This design comes from an exercise in tuning for small area on the open sky130 flow, not from production work.
Function was checked by simulation only, so behaviour that the tests miss may differ from the original.
Power is estimated from default activity; no workload was simulated.

Setup of P:
==> flow/design.v <==
module vliw_top(input clk, input reset, output [31:0] imem_addr, input [31:0] imem_data, output [31:0] A, output [31:0] B);
  reg [29:0] pc;                        
  reg [31:0] ir;                        
  reg        e_ld, e_rw2, e_st, e_vw, e_asb;
  reg  [1:0] e_op;
  reg  [2:0] e_rn1, e_rd1;
  reg  [4:0] e_off;
  reg [10:0] e_s2;                      
  reg        rst_q;                     
  reg        m_rw1, m_rw2, m_st, m_vw, m_ov;
  reg  [3:0] m_addr;
  reg [31:0] m_alu, m_str;
  reg  [2:0] m_wr1, m_wr2;
  reg        w_rw1, w_rw2;
  reg [31:0] w_mem, w_alu;
  reg  [2:0] w_wr1, w_wr2;
  reg        vflag;
  reg [255:0] rf;
  reg [511:0] dm;
  assign imem_addr = {pc, 2'b00};
  assign A = w_mem;
  assign B = w_alu;
  wire [4:0] op1 = ir[4:0];
  wire [4:0] op2 = ir[20:16];
  wire d_ld  = op1 == 5'b10001;
  wire d_st  = op1 == 5'b10000;
  wire d_j   = op1 == 5'b11100;
  wire d_br  = op1 == 5'b11011;
  wire d_n1  = op1 == 5'b00000;
  wire br_ok = ir[7:5] == 3'b001;
  wire exc1  = (d_br & ~br_ok) | ~(d_ld | d_st | d_j | d_br | d_n1);
  wire d_add = op2 == 5'b00100;
  wire d_sub = op2 == 5'b00101;
  wire d_sh  = op2 == 5'b00010;
  wire d_neg = op2 == 5'b01000;
  wire d_n2  = op2 == 5'b00000;
  wire und2  = ~(d_add | d_sub | d_sh | d_neg | d_n2);
  wire exc2  = und2 | (d_neg & (ir[25:21] != 5'b00110));
  wire d_asb = d_add | d_sub;
  wire [1:0] d_op = {d_sh | d_neg, d_sub | d_neg};
  wire d_rw2 = d_add | d_sub | d_sh | d_neg;
  wire d_vw  = d_ld | d_st | d_add | d_sub | d_neg;
  wire stall = e_ld & ( (d_asb ? (e_rd1 == ir[23:21]) : (e_rd1 == ir[31:29]))
                      | ((d_ld | d_st) & (e_rd1 == ir[15:13]))
                      | (d_st & (e_rd1 == ir[12:10])) );
  wire ovf;                             
  wire kill  = stall | exc1 | exc2 | ovf;
  wire flush = d_j | d_br | exc1 | exc2 | ovf;
  wire p_exc = exc1 | und2;             
  wire p_br  = d_br & br_ok;            
  wire [29:0] inc = p_br ? (vflag ? {{22{ir[15]}}, ir[15:8]} : 30'd0) : 30'd1;
  wire [29:0] pc_sum = pc + inc;
  wire [29:0] pc_next = (ovf | p_exc) ? 30'd15 :
                        d_j ? {pc[29:26], {15{ir[15]}}, ir[15:5]} : pc_sum;
  always @(posedge clk) begin
    if (reset) pc <= 30'd0;
    else if (!stall) pc <= pc_next;
    if (reset | flush) ir <= 32'd0;
    else if (!stall) ir <= imem_data;
    rst_q <= reset;
  end
  always @(posedge clk) begin
    if (reset) begin
      e_ld <= 1'b0; e_rw2 <= 1'b0; e_st <= 1'b0; e_vw <= 1'b0; e_asb <= 1'b0; e_op <= 2'b00;
      e_off <= 5'd0; e_s2 <= 11'd0;
    end else begin
      e_ld  <= d_ld & ~kill;
      e_rw2 <= d_rw2 & ~kill;
      e_st  <= d_st & ~kill;
      e_vw  <= d_vw & ~kill;
      e_asb <= d_asb;
      e_op  <= d_op;
      e_off <= ir[9:5];
      e_s2  <= ir[31:21];
    end
    e_rn1 <= ir[15:13];
    e_rd1 <= ir[12:10];
  end
  function [31:0] rsel(input [255:0] r, input [7:0] s);
    integer i;
    begin
      rsel = 32'd0;
      for (i = 0; i < 8; i = i + 1) rsel = rsel | (r[i*32 +: 32] & {32{s[i]}});
    end
  endfunction
  function [7:0] dec8(input [2:0] a);
    dec8 = 8'd1 << a;
  endfunction
  wire m_fwd_ok = m_rw2 & (m_wr2 != 3'd0);
  wire w_fwd_ok = w_rw2 & (w_wr2 != 3'd0);
  function [31:0] fwd(input [2:0] a, input [31:0] rv);
    if (m_fwd_ok && m_wr2 == a)      fwd = m_alu;
    else if (w_fwd_ok && w_wr2 == a) fwd = w_alu;
    else if (w_fwd_ok && w_wr1 == a) fwd = w_mem;
    else                             fwd = rv;
  endfunction
  wire [2:0]  a_x = e_asb ? e_s2[2:0] : e_s2[10:8];
  wire [31:0] r_c = rsel(rf, dec8(e_rn1) & {8{~rst_q}});
  wire [31:0] r_d = rsel(rf, dec8(e_rd1) & {8{~rst_q}});
  wire [31:0] r_x = rsel(rf, dec8(a_x) & {8{~rst_q}});
  wire [31:0] C = fwd(e_rn1, r_c);
  wire [31:0] D = fwd(e_rd1, r_d);
  wire [31:0] X = fwd(a_x, r_x);
  wire [31:0] O = {{25{e_off[4]}}, e_off, 2'b00};
  wire [31:0] asum = C + O;
  wire ovf_m = (C[31] == O[31]) & (asum[31] != C[31]);
  wire [31:0] Y = e_asb ? {{24{e_s2[10]}}, e_s2[10:3]} : {{27{e_s2[4]}}, e_s2[4:0]};
  wire is_sub = e_op == 2'b01;
  wire is_neg = e_op == 2'b11;
  wire [31:0] ax = is_neg ? 32'd0 : X;
  wire [31:0] by = is_neg ? ~X : (is_sub ? ~Y : Y);
  wire [31:0] sum = ax + by + {31'd0, is_sub | is_neg};
  wire [31:0] shr = e_s2[4] ? 32'd0 : (X >> e_s2[3:0]);
  wire [31:0] alu = (e_op == 2'b10) ? shr : sum;
  reg ovf_r;
  always @(*) begin
    case (e_op)
      2'b00: ovf_r = (X[31] == Y[31]) & (sum[31] != X[31]);
      2'b01: ovf_r = (e_s2[10:3] == 8'd0) & X[31];
      2'b10: ovf_r = 1'b0;
      default: ovf_r = X[31];
    endcase
  end
  assign ovf = ovf_m | ovf_r;
  always @(posedge clk) begin
    if (reset) begin
      m_rw1 <= 1'b0; m_rw2 <= 1'b0; m_st <= 1'b0; m_vw <= 1'b0; m_ov <= 1'b0;
      m_addr <= 4'd0; m_alu <= 32'd0;
    end else begin
      m_rw1 <= e_ld & ~ovf;
      m_rw2 <= e_rw2 & ~ovf;
      m_st  <= e_st & ~ovf;
      m_vw  <= e_vw;
      m_ov  <= ovf;
      m_addr <= asum[5:2];
      m_alu <= alu;
    end
    m_str <= D;
    m_wr1 <= e_rd1;
    m_wr2 <= e_asb ? e_s2[2:0] : e_s2[7:5];
  end
  function [31:0] dinit(input integer w);
    case (w)
      0: dinit = 32'd1;   1: dinit = 32'd3;   2: dinit = 32'd7;   3: dinit = 32'd6;
      4: dinit = 32'd15;  5: dinit = 32'd2;   6: dinit = 32'd0;   7: dinit = 32'd23;
      8: dinit = 32'd1;   9: dinit = 32'd4;  10: dinit = 32'd9;  11: dinit = 32'd8;
     12: dinit = 32'd0;  13: dinit = 32'd5;  14: dinit = 32'd4;
      default: dinit = 32'h8000_0000;
    endcase
  endfunction
  wire [31:0] wd0 = m_str & {32{~reset}};
  wire [31:0] wd1 = m_str | {32{reset}};
  genvar gw, gb;
  generate
    for (gw = 0; gw < 16; gw = gw + 1) begin : g_dm
      wire en = reset | (m_st & (m_addr == gw));
      for (gb = 0; gb < 32; gb = gb + 1) begin : g_b
        always @(posedge clk)
          if (en) dm[gw*32 + gb] <= dinit(gw) >> gb & 1 ? wd1[gb] : wd0[gb];
      end
    end
  endgenerate
  reg [31:0] mem_out;
  integer mi;
  always @(*) begin
    mem_out = 32'd0;
    for (mi = 0; mi < 16; mi = mi + 1)
      mem_out = mem_out | (dm[mi*32 +: 32] & {32{m_addr == mi}});
  end
  always @(posedge clk) begin
    if (reset) begin
      w_rw1 <= 1'b0; w_rw2 <= 1'b0;
      w_mem <= 32'd0; w_alu <= 32'd0;
    end else begin
      w_rw1 <= m_rw1; w_rw2 <= m_rw2;
      w_mem <= mem_out; w_alu <= m_alu;
    end
    w_wr1 <= m_wr1;
    w_wr2 <= m_wr2;
  end
  wire [31:0] wd_1 = w_mem & {32{~rst_q}};
  genvar gr;
  generate
    for (gr = 0; gr < 8; gr = gr + 1) begin : g_rf
      wire we2 = w_rw2 & (w_wr2 == gr);
      wire we1 = rst_q | (w_rw1 & (w_wr1 == gr));
      always @(posedge clk)
        if (we2) rf[gr*32 +: 32] <= w_alu;
        else if (we1) rf[gr*32 +: 32] <= wd_1;
    end
  endgenerate
  always @(posedge clk)
    if (reset) vflag <= 1'b0;
    else if (m_vw) vflag <= m_ov;
endmodule
==> flow/config.mk <==
export PLATFORM = sky130hd
export DESIGN_NAME = vliw_top
export DESIGN_NICKNAME = vliw_top
export VERILOG_FILES = /design/flow/design.v
export SDC_FILE = /design/flow/constraint.sdc
export NUM_CORES = 4
export LEC_CHECK = 0
export CAP_MARGIN = 20
export CORE_MARGIN = 2
export CORE_UTILIZATION = 40
export PLACE_DENSITY = 0.6
export SLEW_MARGIN = 20
==> flow/constraint.sdc <==
create_clock -name core_clock -period 10.0 [get_ports {clk}]
set_input_delay 2.0000 -clock core_clock [delete_from_list [all_inputs] [get_ports {clk}]]
set_output_delay 2.0000 -clock core_clock [all_outputs]
set_load 0.01 [all_outputs]
run.sh (not shown) runs the stock make flow with config.mk's settings and CLKGATE_MAP_FILE= SYNTH_SCRIPT=/design/flow/synth_recipe.tcl, a recipe that flattens the netlist after the stock synthesis.
The inputs of Q differ from those of P as listed below.
--- a/flow/design.v
+++ b/flow/design.v
@@ -10,9 +10,9 @@
   reg        m_rw1, m_rw2, m_st, m_vw, m_ov;
   reg  [3:0] m_addr;
   reg [31:0] m_alu, m_str;
   reg  [2:0] m_wr1, m_wr2;
-  reg        w_rw1, w_rw2;
+  reg        w_rw1, w_rw2, w_ov, w_vw;
   reg [31:0] w_mem, w_alu;
   reg  [2:0] w_wr1, w_wr2;
   reg        vflag;
   reg [255:0] rf;
@@ -51,16 +51,16 @@
   wire [29:0] inc = p_br ? (vflag ? {{22{ir[15]}}, ir[15:8]} : 30'd0) : 30'd1;
   wire [29:0] pc_sum = pc + inc;
   wire [29:0] pc_next = (ovf | p_exc) ? 30'd15 :
                         d_j ? {pc[29:26], {15{ir[15]}}, ir[15:5]} : pc_sum;
-  always @(posedge clk) begin
+  always @(negedge clk) begin
     if (reset) pc <= 30'd0;
     else if (!stall) pc <= pc_next;
     if (reset | flush) ir <= 32'd0;
     else if (!stall) ir <= imem_data;
     rst_q <= reset;
   end
-  always @(posedge clk) begin
+  always @(negedge clk) begin
     if (reset) begin
       e_ld <= 1'b0; e_rw2 <= 1'b0; e_st <= 1'b0; e_vw <= 1'b0; e_asb <= 1'b0; e_op <= 2'b00;
       e_off <= 5'd0; e_s2 <= 11'd0;
     end else begin
@@ -75,17 +75,10 @@
     end
     e_rn1 <= ir[15:13];
     e_rd1 <= ir[12:10];
   end
-  function [31:0] rsel(input [255:0] r, input [7:0] s);
-    integer i;
-    begin
-      rsel = 32'd0;
-      for (i = 0; i < 8; i = i + 1) rsel = rsel | (r[i*32 +: 32] & {32{s[i]}});
-    end
-  endfunction
-  function [7:0] dec8(input [2:0] a);
-    dec8 = 8'd1 << a;
+  function [31:0] rsel(input [255:0] r, input [2:0] a);
+    rsel = r[a*32 +: 32];
   endfunction
   wire m_fwd_ok = m_rw2 & (m_wr2 != 3'd0);
   wire w_fwd_ok = w_rw2 & (w_wr2 != 3'd0);
   function [31:0] fwd(input [2:0] a, input [31:0] rv);
@@ -94,11 +87,11 @@
     else if (w_fwd_ok && w_wr1 == a) fwd = w_mem;
     else                             fwd = rv;
   endfunction
   wire [2:0]  a_x = e_asb ? e_s2[2:0] : e_s2[10:8];
-  wire [31:0] r_c = rsel(rf, dec8(e_rn1) & {8{~rst_q}});
-  wire [31:0] r_d = rsel(rf, dec8(e_rd1) & {8{~rst_q}});
-  wire [31:0] r_x = rsel(rf, dec8(a_x) & {8{~rst_q}});
+  wire [31:0] r_c = rst_q ? 32'd0 : rsel(rf, e_rn1);
+  wire [31:0] r_d = rst_q ? 32'd0 : rsel(rf, e_rd1);
+  wire [31:0] r_x = rst_q ? 32'd0 : rsel(rf, a_x);
   wire [31:0] C = fwd(e_rn1, r_c);
   wire [31:0] D = fwd(e_rd1, r_d);
   wire [31:0] X = fwd(a_x, r_x);
   wire [31:0] O = {{25{e_off[4]}}, e_off, 2'b00};
@@ -121,9 +114,9 @@
       default: ovf_r = X[31];
     endcase
   end
   assign ovf = ovf_m | ovf_r;
-  always @(posedge clk) begin
+  always @(negedge clk) begin
     if (reset) begin
       m_rw1 <= 1'b0; m_rw2 <= 1'b0; m_st <= 1'b0; m_vw <= 1'b0; m_ov <= 1'b0;
       m_addr <= 4'd0; m_alu <= 32'd0;
     end else begin
@@ -154,26 +147,20 @@
   generate
     for (gw = 0; gw < 16; gw = gw + 1) begin : g_dm
       wire en = reset | (m_st & (m_addr == gw));
       for (gb = 0; gb < 32; gb = gb + 1) begin : g_b
-        always @(posedge clk)
+        always @(negedge clk)
           if (en) dm[gw*32 + gb] <= dinit(gw) >> gb & 1 ? wd1[gb] : wd0[gb];
       end
     end
   endgenerate
-  reg [31:0] mem_out;
-  integer mi;
-  always @(*) begin
-    mem_out = 32'd0;
-    for (mi = 0; mi < 16; mi = mi + 1)
-      mem_out = mem_out | (dm[mi*32 +: 32] & {32{m_addr == mi}});
-  end
-  always @(posedge clk) begin
+  wire [31:0] mem_out = dm[m_addr*32 +: 32];
+  always @(negedge clk) begin
     if (reset) begin
-      w_rw1 <= 1'b0; w_rw2 <= 1'b0;
+      w_rw1 <= 1'b0; w_rw2 <= 1'b0; w_ov <= 1'b0; w_vw <= 1'b0;
       w_mem <= 32'd0; w_alu <= 32'd0;
     end else begin
-      w_rw1 <= m_rw1; w_rw2 <= m_rw2;
+      w_rw1 <= m_rw1; w_rw2 <= m_rw2; w_ov <= m_ov; w_vw <= m_vw;
       w_mem <= mem_out; w_alu <= m_alu;
     end
     w_wr1 <= m_wr1;
     w_wr2 <= m_wr2;
@@ -183,13 +170,13 @@
   generate
     for (gr = 0; gr < 8; gr = gr + 1) begin : g_rf
       wire we2 = w_rw2 & (w_wr2 == gr);
       wire we1 = rst_q | (w_rw1 & (w_wr1 == gr));
-      always @(posedge clk)
+      always @(negedge clk)
         if (we2) rf[gr*32 +: 32] <= w_alu;
         else if (we1) rf[gr*32 +: 32] <= wd_1;
     end
   endgenerate
   always @(posedge clk)
     if (reset) vflag <= 1'b0;
-    else if (m_vw) vflag <= m_ov;
+    else if (w_vw) vflag <= w_ov;
 endmodule
--- outcome ---
Q went all the way through synthesis, placement and routing and the layout is clean on timing, DRC and antenna.
Comparing Q and P, the lower routed via count divided by cell count is on Q.
Q against P: total power rose by 0.00083 W; part of the total power dissipated in the clock network rose by 9.3 points; non-clock buffer count fell by 28; maximum vdd ir drop rose by about 1.3%.
After detailed routing, P needs more wire than Q.
Measured against each other, Q and P differ in final cell area excluding filler cells, the higher figure coming from Q.
Diff Q..P | number of buffer cells added on primary ports | unchanged
Of Q and P, it is Q that has the lower worst hold slack.
Q gives more die width than P did.

[afterwards: timing with drivers on the ports]
The results above use ideal ports. As a check the final layout listed here was re-extracted and re-timed, cells and wires unchanged.
Step 1: set_driving_cell puts a clkbuf_16 on clk and a buf_2 on each other input, an assumption about the parent block.
Step 2 also shifts input and output timing later by t, the mid clock arrival at the registers, as if the neighbouring blocks saw the same clock.
a / b / c = no drivers / after step 1 / after step 2; a / b = the first two.
run: P
shift t [ns]: 0.788
setup slack, ns: 1.772 / 1.772 / 1.772
clock arrival spread, ns: 0.080 / 0.079
After both steps setup and hold are still met in P. The setup slack of P moves by 0.000 ns with the drivers and by 0.000 ns with both steps.
